From an optimization exercise on the open Yosys and OpenROAD flow, aimed at small area; shortcuts taken in it are not production practice.
Function was not checked in any run shown here: the RTL went through the layout flow alone.
No activity file was given, so power comes from the tool's default toggle rates.

==> flow/design.v <==
`timescale 1ns / 10ps
module memory(
    input clk_100M,
    input reset,
    input rst,
    input str,
    input [7:0] sw,
    input debug,
    input entr,
    input bld,
    output [3:0] an,
    output reg [6:0] seg,
    output [15:0] led,
    output out,
    output o_shutdown_n,
    output o_gain,
    output o_connect_n
    );
    assign o_shutdown_n = 1'b1;
    assign o_connect_n = 1'b1;
    assign o_gain = 1'b1;
    assign an = 4'b1110;
    localparam [14:0] PAUSE1 = 15'b011100101011111;
    localparam [14:0] PAUSE2 = 15'b001001101110101;
    localparam [14:0] PAUSE3 = 15'b101111000110110;
    localparam [14:0] PAUSE4 = 15'b011010100010001;
    localparam [14:0] PAUSE5 = 15'b000011101110000;
    localparam [13:0] WIN_TIME = 14'b01011100101011;
    reg [9:0] counter;
    always @(posedge clk_100M) begin
        if (reset || (&counter[9:5] && &counter[2:0]))
            counter <= 0;
        else
            counter <= counter + 1'b1;
    end
    reg [3:0] db, c1, c2;
    always @(posedge clk_100M) begin
        if (reset) begin
            db <= 0;
            c1 <= 0;
            c2 <= 0;
        end
        else if (counter[0]) begin
            db <= {bld, entr, str, rst};
            c1 <= db;
            c2 <= c1;
        end
    end
    wire [3:0] cl = c1 & ~c2;
    wire rst_clean = cl[0];
    wire str_clean = cl[1];
    wire entr_clean = cl[2];
    wire bld_clean = cl[3];
    reg drawn;
    reg [7:0] sd;
    always @(posedge clk_100M) begin
        if (reset) begin
            drawn <= 0;
            sd <= 0;
        end
        else if (str_clean || rst_clean) begin
            drawn <= 1;
            sd <= counter[7:0];
        end
    end
    wire [2:0] ix1 = {sd[4]^sd[1], sd[3]^sd[0], sd[2]^sd[7]};
    wire [2:0] ix2 = {sd[7]^sd[4], sd[6]^sd[3], sd[5]^sd[2]};
    wire [2:0] ix3 = {sd[5]^sd[3], sd[7]^sd[5], sd[6]^sd[4]};
    wire [2:0] ix4 = {sd[4]^sd[2], sd[3]^sd[1], sd[2]^sd[0]};
    wire [2:0] ix5 = {sd[7]^sd[5], sd[6]^sd[4], sd[5]^sd[3]};
    wire sw_oh = (sw != 8'd0) && ((sw & (sw - 8'd1)) == 8'd0);
    wire [3:0] sw_code = {sw_oh, sw[7] | sw[6] | sw[5] | sw[4],
                                 sw[7] | sw[6] | sw[3] | sw[2],
                                 sw[7] | sw[5] | sw[3] | sw[1]};
    wire [3:0] q1 = {drawn, ix1};
    wire [3:0] q2 = {drawn, ix2};
    wire [3:0] q3 = {drawn, ix3};
    wire [3:0] q4 = {drawn, ix4};
    wire [3:0] q5 = {drawn, ix5};
    reg [3:0] a1;                        
    reg [3:0] b0, b1, b2, b3, b4;        
    reg [3:0] bld_cnt;
    always @(posedge clk_100M) begin
        if (reset) begin
            b0 <= 0;
            b1 <= 0;
            b2 <= 0;
            b3 <= 0;
            b4 <= 0;
        end
        else
            case (bld_cnt)
                4'd1: b0 <= sw_code;
                4'd3: b1 <= sw_code;
                4'd5: b2 <= sw_code;
                4'd7: b3 <= sw_code;
                4'd9: b4 <= sw_code;
            endcase
    end
    wire m1 = (a1 == q1);
    wire e0 = (b0 == q1);
    wire e1 = (b1 == q2);
    wire e2 = (b2 == q3);
    wire e3 = (b3 == q4);
    wire e4 = (b4 == q5);
    wire m2 = e0 & e1;
    wire m3 = m2 & e2;
    wire m4 = m3 & e3;
    wire m5 = m4 & e4;
    reg [2:0] level, seg_lvl;
    reg [14:0] pc;
    reg [13:0] wc;
    wire [14:0] pc_nx = {pc[13:0], ~(pc[14] ^ pc[13])};
    wire [13:0] wc_nx = {wc[12:0], ~(wc[13] ^ wc[4] ^ wc[2] ^ wc[0])};
    reg enable, win_enable;
    reg [5:1] en;
    reg led_on, led_win, ss_valid;
    reg [2:0] idx;
    always @(*) begin
        case (seg_lvl)
            3'b001: seg = 7'b1001111;
            3'b010: seg = 7'b0010010;
            3'b011: seg = 7'b0000110;
            3'b100: seg = 7'b1001100;
            default: seg = 7'b0100100;
        endcase
    end
    reg [7:0] led_lo;
    always @(*) begin
        led_lo = 8'd0;
        led_lo[idx] = led_on;
        led_lo = led_lo | {8{led_win}};
    end
    assign led = {{8{led_win}}, led_lo};
    always @(posedge clk_100M) begin
        if (reset) begin
            level <= 1;
            seg_lvl <= 1;
            pc <= 0;
            enable <= 0;
            en <= 0;
            led_on <= 0;
            led_win <= 0;
            ss_valid <= 0;
            idx <= 0;
            wc <= 0;
            win_enable <= 0;
            a1 <= 0;
            bld_cnt <= 0;
        end
        else begin
            seg_lvl <= level;
            if (en[1]) begin
                pc <= pc_nx;
                if (pc == PAUSE1) begin
                    pc <= 0; enable <= 0; en[1] <= 0;
                    led_on <= 0; led_win <= 0;
                end
            end
            if (en[2]) begin
                pc <= pc_nx;
                if (pc == PAUSE1) begin
                    led_on <= drawn; led_win <= 0; ss_valid <= drawn; idx <= ix2;
                    enable <= 1;
                end
                if (pc == PAUSE2) begin
                    pc <= 0; enable <= 0; en[2] <= 0;
                    led_on <= 0; led_win <= 0;
                end
            end
            if (en[3]) begin
                pc <= pc_nx;
                if (pc == PAUSE1) begin
                    led_on <= drawn; led_win <= 0; ss_valid <= drawn; idx <= ix2;
                end
                if (pc == PAUSE2) begin
                    led_on <= drawn; led_win <= 0; ss_valid <= drawn; idx <= ix3;
                    enable <= 1;
                end
                if (pc == PAUSE3) begin
                    pc <= 0; enable <= 0; en[3] <= 0;
                    led_on <= 0; led_win <= 0;
                end
            end
            if (en[4]) begin
                pc <= pc_nx;
                if (pc == PAUSE1) begin
                    led_on <= drawn; led_win <= 0; ss_valid <= drawn; idx <= ix2;
                end
                if (pc == PAUSE2) begin
                    led_on <= drawn; led_win <= 0; ss_valid <= drawn; idx <= ix3;
                end
                if (pc == PAUSE3) begin
                    led_on <= drawn; led_win <= 0; ss_valid <= drawn; idx <= ix4;
                    enable <= 1;
                end
                if (pc == PAUSE4) begin
                    pc <= 0; enable <= 0; en[4] <= 0;
                    led_on <= 0; led_win <= 0;
                end
            end
            if (en[5]) begin
                pc <= pc_nx;
                if (pc == PAUSE1) begin
                    led_on <= drawn; led_win <= 0; ss_valid <= drawn; idx <= ix2;
                end
                if (pc == PAUSE2) begin
                    led_on <= drawn; led_win <= 0; ss_valid <= drawn; idx <= ix3;
                end
                if (pc == PAUSE3) begin
                    led_on <= drawn; led_win <= 0; ss_valid <= drawn; idx <= ix4;
                end
                if (pc == PAUSE4) begin
                    led_on <= drawn; led_win <= 0; ss_valid <= drawn; idx <= ix5;
                    enable <= 1;
                end
                if (pc == PAUSE5) begin
                    pc <= 0; enable <= 0; en[5] <= 0;
                    led_on <= 0; led_win <= 0;
                end
            end
            if (win_enable) begin
                wc <= wc_nx;
                if (wc == WIN_TIME) begin
                    wc <= 0;
                    win_enable <= 0;
                    led_on <= 0; led_win <= 0;
                    level <= 1;
                end
            end
            if (bld_clean) begin
                case (level)
                    3'd1: a1 <= sw_code;
                    3'd2, 3'd3, 3'd4, 3'd5: bld_cnt <= bld_cnt + 1'b1;
                endcase
            end
            if (entr_clean || rst_clean) begin
                bld_cnt <= 1;
                case (level)
                    3'd1: begin
                        if (!rst_clean) begin
                            led_on <= drawn; led_win <= 0; ss_valid <= drawn; idx <= ix1;
                            enable <= 1; en[1] <= 1;
                        end
                        if (m1 && !rst_clean) level <= 2;
                        else level <= 1;
                    end
                    3'd2: begin
                        if (!rst_clean) begin
                            led_on <= drawn; led_win <= 0; ss_valid <= drawn; idx <= ix1;
                            enable <= 1; en[2] <= 1;
                        end
                        if (rst_clean) level <= 1;
                        else if (m2) level <= 3;
                    end
                    3'd3: begin
                        if (!rst_clean) begin
                            led_on <= drawn; led_win <= 0; ss_valid <= drawn; idx <= ix1;
                            enable <= 1; en[3] <= 1;
                        end
                        if (rst_clean) level <= 1;
                        else if (m3) level <= 4;
                    end
                    3'd4: begin
                        if (!rst_clean) begin
                            led_on <= drawn; led_win <= 0; ss_valid <= drawn; idx <= ix1;
                            enable <= 1; en[4] <= 1;
                        end
                        if (rst_clean) level <= 1;
                        else if (m4) level <= 5;
                    end
                    3'd5: begin
                        if (m5) begin
                            led_on <= 0; led_win <= 1;
                            win_enable <= 1;
                        end
                        else begin
                            led_on <= drawn; led_win <= 0; ss_valid <= drawn; idx <= ix1;
                            enable <= 1; en[5] <= 1;
                        end
                    end
                endcase
            end
        end
    end
    reg [2:0] tr_idx, mi_idx;
    reg tr_valid;
    always @(posedge clk_100M) begin
        tr_idx <= idx;
        mi_idx <= tr_idx;
        if (reset)
            tr_valid <= 0;
        else
            tr_valid <= ss_valid;
    end
    reg [6:0] tlim;      
    always @(*) begin
        case (mi_idx)
            3'd0: tlim = 7'd117;
            3'd1: tlim = 7'd104;
            3'd2: tlim = 7'd93;
            3'd3: tlim = 7'd82;
            3'd4: tlim = 7'd73;
            3'd5: tlim = 7'd65;
            3'd6: tlim = 7'd58;
            default: tlim = 7'd51;
        endcase
    end
    reg [6:0] t;
    reg dclk;
    always @(posedge clk_100M) begin
        if (reset) begin
            t <= 0;
            dclk <= 0;
        end
        else if (!tr_valid || t >= tlim) begin
            t <= 0;
            dclk <= ~dclk;
        end
        else
            t <= t + 1'b1;
    end
    assign out = enable & dclk;
endmodule
==> flow/run.sh <==
#!/bin/bash
# synth_recipe.tcl (not shown) runs the flow's synth.tcl, then flattens the netlist and writes it again
# the make line also repeats each setting of config.mk as NAME=value (left out here)
make -C /OpenROAD-flow-scripts/flow DESIGN_CONFIG=/design/flow/config.mk WORK_HOME=/design/flow/orfs CLKGATE_MAP_FILE= SYNTH_SCRIPT=/design/flow/synth_recipe.tcl finish
==> flow/config.mk <==
export PLATFORM = sky130hd
export DESIGN_NAME = memory
export DESIGN_NICKNAME = memory
export VERILOG_FILES = /design/flow/design.v
export SDC_FILE = /design/flow/constraint.sdc
export NUM_CORES = 4
export LEC_CHECK = 0
export CAP_MARGIN = 20
export CORE_MARGIN = 2
export CORE_UTILIZATION = 40
export SLEW_MARGIN = 20
==> flow/constraint.sdc <==
create_clock -name core_clock -period 10.0 [get_ports {clk_100M}]
set_input_delay 2.0000 -clock core_clock [delete_from_list [all_inputs] [get_ports {clk_100M}]]
set_output_delay 2.0000 -clock core_clock [all_outputs]
set_load 0.01 [all_outputs]
==> results of run 1 <==
per-layer routing:
layer  global-route usage, %  vias to the layer above
li1                        -                     2833
met1                    24.6                     2589
met2                    27.6                      103
met5                       0                        -
met4                    6.32                        0
met3                    4.00                       18
cell families (layout without fill, tap and decap cells):
kind of cell / Yosys count / in the layout / synth area share (%)
multiplexers: 26 / 26 / 3.92
adder cells (fa/ha/maj): 14 / 14 / 2.59
AND/OR/NAND/NOR: 325 / 325 / 25.3
buffers and inverters: 88 / 102 / 6.23
AO/OA/AOI/OAI: 164 / 164 / 17.8
flip-flops: 122 / 122 / 36.6
other: 2 / 7 / 0.113
XOR/XNOR: 56 / 56 / 7.36
flip-flops by register name (all words and copies together) (netlist names), 4 cells and up:
signal and cells:
c1 4, en 5, b1 4, c2 4
counter 10, bld_cnt 4, b2 4, sd 8
a1 4, pc 15, b0 4, t 7
b4 4, b3 4, wc 14, db 4
power by group through the flow:
stage               sequential [mW]  clock, mW  combinational [mW]
global route                  0.503      0.648              0.0714
global placement              0.512          0              0.0636
finish                        0.502      0.617              0.0637
detailed placement            0.513          0              0.0636
floorplan                     0.507          0              0.0494
CTS                           0.502      0.631              0.0641
placed cells by master (no fill, tap or decap), types with 17 or more instances in the layout:
master,Yosys,layout
sky130_fd_sc_hd__o21ai_0,18,18
sky130_fd_sc_hd__xor2_1,41,41
sky130_fd_sc_hd__clkbuf_16,0,17
sky130_fd_sc_hd__a211oi_1,21,21
sky130_fd_sc_hd__mux2i_1,25,25
sky130_fd_sc_hd__nand3_1,40,40
sky130_fd_sc_hd__nand2_1,63,63
sky130_fd_sc_hd__clkdlybuf4s50_1,0,36
sky130_fd_sc_hd__nor2_1,107,107
sky130_fd_sc_hd__a21oi_1,41,41
sky130_fd_sc_hd__inv_1,29,29
sky130_fd_sc_hd__dfxtp_1,122,122
cell type report:
class                           instances  area, um2
Fill cell                            1580       8750
Sequential cell                       122       2440
Timing Repair Buffer                   43        413
Clock buffer                           21        470
Inverter                               30        113
Multi-Input combinational cell        592       3830
Clock inverter                          8        120
Tap cell                              220        275
worst paths after layout:
kind / startpoint / to / depth (start not counted)
setup / recovery: idx[0]$_SDFF_PP0_ / led[5] / 5
hold / removal: tr_idx[1]$_DFF_P_ / mi_idx[1]$_DFF_P_ / 0
setup reg to reg: sd[3]$_SDFFE_PP0P_ / idx[0]$_SDFF_PP0_ / 7
hold reg to reg: tr_idx[1]$_DFF_P_ / mi_idx[1]$_DFF_P_ / 0
through the flow:
stage / util [%] / power [mW] / worst slack [ps]
6_report: 46.7 / 1.18 / 5670
5_1_grt: 46.7 / 1.22 / 5480
4_1_cts: 46.7 / 1.20 / 5660
3_5_place_dp: 43.1 / 0.576 / 5870
3_3_place_gp: 43.1 / 0.576 / 5890
2_1_floorplan: - / 0.556 / 6530
critical path, cell delays in order (launching register included):
cell and delay, ps:
sky130_fd_sc_hd__dfxtp_1 420, sky130_fd_sc_hd__inv_1 100, sky130_fd_sc_hd__ha_1 370, sky130_fd_sc_hd__inv_1 110, sky130_fd_sc_hd__o31ai_1 320, sky130_fd_sc_hd__clkdlybuf4s50_1 590
==> results.txt, run 1 <==
Synthesis:
- The fraction of the yosys area taken by sequential cells is 36.6%.
- By instance count, the leading cell after synthesis is sky130_fd_sc_hd__dfxtp_1.
- By area the synthesized netlist is led by sky130_fd_sc_hd__dfxtp_1 37%, sky130_fd_sc_hd__nor2_1 6.0%, sky130_fd_sc_hd__xor2_1 5.4%, sky130_fd_sc_hd__mux2i_1 3.8%, sky130_fd_sc_hd__nand2_1 3.5%.
- The average instance in the mapped netlist occupies 8.36 um2.
- For this run, the number of Yosys warnings is 1.
- In the synthesized netlist, the cells that appear most often are 122 x sky130_fd_sc_hd__dfxtp_1, 107 x sky130_fd_sc_hd__nor2_1, 63 x sky130_fd_sc_hd__nand2_1, 41 x sky130_fd_sc_hd__a21oi_1, 41 x sky130_fd_sc_hd__xor2_1.
- In this run the cell area of the synthesized design comes to 6670 um2.
- The synthesized design contains 0 enable-type register cells.
- The synthesized netlist contains 77 unique library cells.
- Synthesis inferred 122 register bits.
- The async set or reset register ratio after synthesis is 0%.
- After synthesis, the largest area contributor takes up 36.6% of total cell area.
- For this run, the leading register cell type out of synthesis is sky130_fd_sc_hd__dfxtp_1.
- The cell count after synthesis came out at 797.
- The largest total area in the synthesized netlist belongs to sky130_fd_sc_hd__dfxtp_1.

Floorplan:
- Measured along the y axis, the die boundary spans 133 um.
- The initial utilization of the core area, before any placement, comes to 40.6%.
- In this run the horizontal extent of the chip is 133 um.
- The floorplan has 47 rows.
- The area of the core is 16400 um2.
- The die covers 17700 um2.
- The I/O pin count is 46.

Detailed routing:
- The overall routed net length is 15400 um.
- The number of DRC markers after the initial detailed-route iteration is 406.
- Once detail routing completed, the nets flagged for antenna violations numbered 0.
- Dividing the detail-routed wire length by the instance count gives 14.9 um.
- The post-detailed-route DRC marker count is 0.
- The routed design uses 6950 um of met2 wire.
- The total number of vias is 5543.
- The routed design uses 594 um of met3 wire.
- The number of iterations in the first detailed-routing pass is 7.
- The routed via count divided by cell count is 5.35.
- Routed signal wires occupy layers up through met4.
- The met1 wire length is 7610 um.

Timing:
- The accumulated negative setup slack is 0 ps.
- The post-route fraction of the period consumed by the critical path is 43.3%.
- Headroom to the max-slew limit came out at 37.4%.
- The hold slack is 329 ps.
- The final count of pins violating max slew came to 0.
- The hold violation total from the final report was 0.
- For the final database, setup skew stands at 9.51 ps.
- The total setup violations reported at the end of the flow is 0.
- The achievable frequency is 231 MHz.
- Setup repair after global routing left no endpoint under its margin.
- For the pin with the worst max-slew slack, the measured transition is 937 ps.
- The minimum period implied by the final worst setup slack is 4330 ps.

Global routing:
- The pin count of the biggest net entering global routing is 89.
- The first-pass GRT wire length is 25500 um.
- The global-route usage over all layers is 17.8%.
- The number of global-route vias before repair is 5017.
- The residual overflow from global routing is 0.
- The number of antenna violations at the first check in global routing is 0.

Clocking:
- In this run the deepest clock path goes through 2 buffers.
- The post-cts repair resize count is 0.
- Clock tree synthesis inserted a total of 17 buffers.
- The number of levels in the clock H-tree is 4.
- Buffers inserted to repair hold after CTS numbered 0.
- Counting every sink on the clock net gives 122.
- Clock tree synthesis selected as its root buffer the cell sky130_fd_sc_hd__clkbuf_16.
- The TritonCTS clock tree is built.
- Clock-pin slew was measured on the worst setup and hold paths at 50 ps.
- For the worst-skew pair, the clock arrives at the later sink with an insertion delay of 420 ps.
- Buffers added to address setup during post-CTS repair amount to 0.

Place:
- Once placement completed, the tool counted placed cells totaling 1007.
- Summing all placed instances gives a cell area of 7070 um2.
- The count of buffers added on input and output ports is 37.
- The global placement routability congestion is 0.936.
- After legalization and detailed placement, the total HPWL measured 10700 um.

Worst hold path:
- The class of the tightest hold or removal check is flip-flop to flip-flop.

Pwr:
- The part of the total power dissipated in the clock network is 52.2%.
- The net switching component of the power is 260 uW.
- The leakage power is 3.04 nW.
- The internal power consumption is 924 uW.
- In this run, the combinational gates consume 5.4% of the power.
- The maximum vdd drop is 0.127 mV.
- The sequential fraction of design power is 42.5%.
- The net switching fraction of the power is 21.9%.
- For this design the ratio of total power to cell area is 154 nW/um2.

Layout:
- The share of layout cells above drive strength 1 is 6.62%.
- The total number of nets in the final design is 834.
- The count of inserted antenna diode cells is 0.
- The area growth from synthesis to layout is 14.9%.
- The post-layout instance area is 7660 um2.
- For this run, the number of standard cells in the final layout without fillers is 1036.

Worst setup path:
- The nature of the critical path startpoint is a flip-flop.
- The required time at the worst-slack endpoint is 8000 ps.
- The critical path in this run is classified as flip-flop to primary output.
- The setup slack of the worst register-to-register path is 7010 ps.
- The critical path arrival is 2330 ps.
- Of all nets on the critical path, the largest fanout is 6.
- The nature of the critical path endpoint is a primary output.

Run:
- Across the run, the number of max-cap violations was 0.

Outcome:
- The run finished with no timing, DRC or antenna violations.
==> inputs of run 2 (changes only) <==
--- a/flow/config.mk
+++ b/flow/config.mk
@@ -5,7 +5,8 @@
 export SDC_FILE = /design/flow/constraint.sdc
 export NUM_CORES = 4
 export LEC_CHECK = 0
+export ABC_AREA = 1
 export CAP_MARGIN = 20
 export CORE_MARGIN = 2
-export CORE_UTILIZATION = 40
+export CORE_UTILIZATION = 75
 export SLEW_MARGIN = 20
==> run 2 against run 1 <==
  * Area after synthesis decreased by 0.17%
  * Worst setup slack got worse by 24 ps
  * Core utilization increased by 40 points
  * Clock-buffer cell count decreased by 4
  * Die area decreased by 46%
  * Clock power decreased by 6.2%
==> results.txt, run 2 <==
Synthesis:
- The async set or reset register ratio after synthesis is 0% (unchanged).
- The synthesized instance count came to 989 (+24%).
- Among all flip-flop cells after synthesis, the most frequent one is sky130_fd_sc_hd__dfxtp_1.
- By area the synthesized netlist is led by sky130_fd_sc_hd__dfxtp_1 37%, sky130_fd_sc_hd__nand2_1 12%, sky130_fd_sc_hd__o21ai_0 7.4%, sky130_fd_sc_hd__a21oi_1 6.8%, sky130_fd_sc_hd__inv_1 6.5%.
- The area of the mapped netlist is 6660 um2 (-0.17%).
- The distinct cell type count of the synthesized netlist is 45 (-42%).
- The fraction of the yosys area taken by sequential cells is 36.7% (+0.062 points).
- The area share of the leading cell type in the synthesized netlist came to 36.7% (+0.062 points).
- The number of flops mapped to enable cells by yosys is 0 (unchanged).
- The total number of yosys warnings was 1 (unchanged).
- The average footprint of a synthesized cell came to 6.73 um2 (-20%).
- The biggest area contributor in the post-synthesis netlist is sky130_fd_sc_hd__dfxtp_1.
- The most common cell in the synthesized netlist is sky130_fd_sc_hd__nand2_1.
- After synthesis, the most frequently instantiated cells are 211 x sky130_fd_sc_hd__nand2_1, 122 x sky130_fd_sc_hd__dfxtp_1, 116 x sky130_fd_sc_hd__inv_1, 98 x sky130_fd_sc_hd__o21ai_0, 95 x sky130_fd_sc_hd__nor2_1.
- The number of register bits inferred by synthesis is 122 (unchanged).

Global routing:
- The pin count of the biggest net entering global routing is 51 (-43%).
- The residual overflow from global routing came to 0 (unchanged).
- The met3 capacity usage during global routing is 8.45% (+4.5 points).
- The global-route layer with the greatest usage is met2.
- The number of antenna violations at the first check in global routing is 0 (unchanged).
- The number of global-route vias before repair is 6275 (+25%).
- The global-route usage over all layers is 36.0% (+18 points).
- The met2 track demand over resource in global routing is 62.0% (+34 points).
- The first-pass GRT wire length is 28400 um (+12%).
- The met1 usage is 42.8% (+18 points).

Detailed routing:
- The overall routed net length was 16600 um (+8.1%).
- The average detailed-routed wire length per instance is 14.7 um (-0.91%).
- The total number of vias is 6638 (+20%).
- The number of DRC markers after the initial detailed-route iteration is 623 (+53%).
- The count of antenna-violating nets left after detailed routing is 0 (unchanged).
- The number of iterations in the first detailed-routing pass came to 8 (+1).
- The post-detailed-route DRC marker count is 0 (unchanged).
- The routed via count divided by cell count is 5.87 (+9.8%).

Clocking:
- The total CTS buffers came to 17 (unchanged).
- The total setup buffers inserted after CTS is 0 (unchanged).
- The TritonCTS clock tree is built.
- The clock insertion delay at the later pin of the skew report was 540 ps (+120 ps).
- The clock transition time at the flip-flop clock pins of the worst setup and hold paths is 60 ps (about the same).
- The total of hold buffers inserted after clock tree synthesis is 0 (unchanged).
- Clock tree synthesis selected as its root buffer the cell sky130_fd_sc_hd__clkbuf_8.
- The post-cts repair resize count is 0 (unchanged).
- The number of levels in the clock H-tree came to 4 (unchanged).
- The total number of clock tree sinks is 122 (unchanged).
- The maximum clock path buffer count is 2 (unchanged).

Layout:
- The most common cell after layout, fill and taps aside is sky130_fd_sc_hd__nand2_1.
- The area taken by flip-flops and latches was 2440 um2 (unchanged).
- Counting flops per register, the top entry is pc.
- The area taken by multi-input logic gates was 3530 um2 (-7.6%).
- The filler cell count in the final layout is 475 (-70%).
- The count of inserted antenna diode cells came to 0 (unchanged).
- The largest registers in the layout are pc x15, wc x14, counter x10.
- The flip-flop count of the largest register, all copies and words added came to 15 (unchanged).
- The share of layout cells above drive strength 1 came to 7.83% (+1.2 points).
- The total number of nets in the final design is 1037 (+24%).
- In the layout the commonest cells are 211 x sky130_fd_sc_hd__nand2_1, 122 x sky130_fd_sc_hd__dfxtp_1, 116 x sky130_fd_sc_hd__inv_1.
- The area growth from synthesis to layout is 13.1%.

Floorplan:
- The x dimension of the die is 98.2 um (-26%).
- The area of the die is 9640 um2 (-46%).
- The I/O pin count came to 46 (unchanged).
- The area of the core came to 8680 um2 (-47%).
- The initial core utilization was 76.7% (+36 points).
- The number of standard-cell rows in the floorplan is 34 (-28%).
- The chip height is 98.2 um (-26%).

Worst setup path:
- The largest individual stage delay along the critical path comes from the cell sky130_fd_sc_hd__clkdlybuf4s50_1.
- The setup slack of the worst register-to-register path is 7760 ps (+750 ps).
- The required time at the worst-slack endpoint was 8000 ps (about the same).
- The critical path buffer and inverter count was 3 (unchanged).
- The signal on the critical path passes through inv_1, ha_1, inv_1, nand4_1, o21ai_0, clkdlybuf4s50_1.
- The dominant delay contributor by cell family on the critical path is buffers and inverters.
- The worst setup path is of the flip-flop to primary output kind.
- The worst setup path is captured at a primary output.
- The most numerous cell type found on the critical path is sky130_fd_sc_hd__inv_1.
- The critical path arrival is 2350 ps (+20 ps).
- The nature of the critical path startpoint is a flip-flop.
- The delay of the slowest cell on the worst path is 550 ps (-40 ps).
- The largest fanout on the critical path was 5 (-1).

Worst hold path:
- The class of the tightest hold or removal check is flip-flop to flip-flop.

Timing:
- The post-route fraction of the period consumed by the critical path is 43.5% (+0.24 points).
- The worst max-slew margin expressed relative to the limit came to 39.4% (+2.0 points).
- The achievable frequency is 230 MHz (-0.55%).
- The setup clock skew after layout is 12.2 ps (+2.64 ps).
- The total setup violations reported at the end of the flow came to 0 (unchanged).
- The minimum period implied by the final worst setup slack is 4350 ps (+23.8 ps).
- The worst-margin pin slew was 907 ps (-30.3 ps).
- The accumulated negative setup slack is 0 ps (unchanged).
- Setup repair after global routing left no endpoint under its margin.
- The hold violation total from the final report is 0 (unchanged).
- The final count of pins violating max slew is 0 (unchanged).

Pwr:
- The overall power consumption is 1.40 mW (+18%).
- The leakage power is 3.21 nW (+5.7%).
- The power density over the cells came to 186 nW/um2 (+20%).
- The maximum vdd drop came to 0.139 mV (+9.5%).

Outcome:
- The run finished with no timing, DRC or antenna violations.

Run:
- The max-capacitance violation count came to 0 (unchanged).

Place:
- The global placement routability congestion came to 0.990 (+5.8%).
- The number of port buffers is 37 (unchanged).
- The sum of net half-perimeters after detailed placement is 11700 um (+8.7%).
==> run 2: through the flow <==
| stage | utilization (%) | hold slack (ps) | instance area (um2) | std cells | worst slack, ps |
|---|---|---|---|---|---|
| finish | 86.7 | 336 | 7520 | 1130 | 5650 |
| global route | 86.7 | 346 | 7520 | 1130 | 5430 |
| CTS | 86.7 | 333 | 7520 | 1130 | 5660 |
| detailed placement | 80.2 | 318 | 6960 | 1098 | 5950 |
| global placement | 80.2 | 315 | 6960 | 1098 | 6050 |
| floorplan | - | 310 | 6670 | 994 | 6790 |
==> run 2: layout make-up <==
type | instances | share of cell area (%)
Multi-Input combinational cell | 706 | 47.0
Sequential cell | 122 | 32.5
Inverter | 123 | 6.14
Clock buffer | 17 | 5.50
Timing Repair Buffer | 39 | 5.12
Clock inverter | 15 | 2.01
Tap cell | 108 | 1.80
==> run 2: kinds of logic (layout without fill, tap and decap cells) <==
family	count (synthesis)	in the layout	synth area share, %
simple gates	450	450	30.0
fa+ha+maj	13	13	2.44
buf+inv	166	194	10.5
other cells	2	7	0.113
compound gates	212	212	17.0
flops	122	122	36.7
xor+xnor	24	24	3.27
==> run 2: power by group <==
part / switching (mW) / leakage, nW / internal (mW) / total (mW)
logic: 0.167 / 1.95 / 0.0873 / 0.255
registers: 0.0435 / 0.992 / 0.521 / 0.564
clock network: 0.261 / 0.271 / 0.318 / 0.579
==> run 2: per-layer routing <==
layer	vias up	wire (um)
met1	3013	6640
li1	3247	-
met2	312	8240
met3	66	1230
met4	0	535
met5	-	0
==> run 2: final timing paths <==
kind                                           to         startpoint  cells past startpoint
worst max-delay path                       led[0]  idx[0]$_SDFF_PP0_                      6
worst min-delay path            mi_idx[2]$_DFF_P_  tr_idx[2]$_DFF_P_                      0
worst max register to register    t[6]$_SDFF_PP0_  mi_idx[1]$_DFF_P_                     12
worst min register to register  mi_idx[2]$_DFF_P_  tr_idx[2]$_DFF_P_                      0

-- port drivers added, routing unchanged --
The results above use ideal ports. As a check the final layouts listed here were re-extracted and re-timed, cells and wires unchanged.
Step 1: set_driving_cell puts a clkbuf_16 on clk_100M and a buf_2 on each other input, an assumption about the parent block.
Step 2 moves the port delays by t, midway between the first and last clock arrival at a register: inputs arrive t later, outputs are due t later. That takes back most of the time a late clock gives input paths.
a / b / c = no drivers / after step 1 / after step 2; a / b = the first two.
run | shift t [ns] | setup slack, ns | pins driven straight from the clock port
run 1 | 0.464 | 5.674 / 5.627 / 5.890 | 1
run 2 | 0.569 | 5.651 / 5.613 / 5.882 | 1
After both steps setup and hold are still met in every run listed.
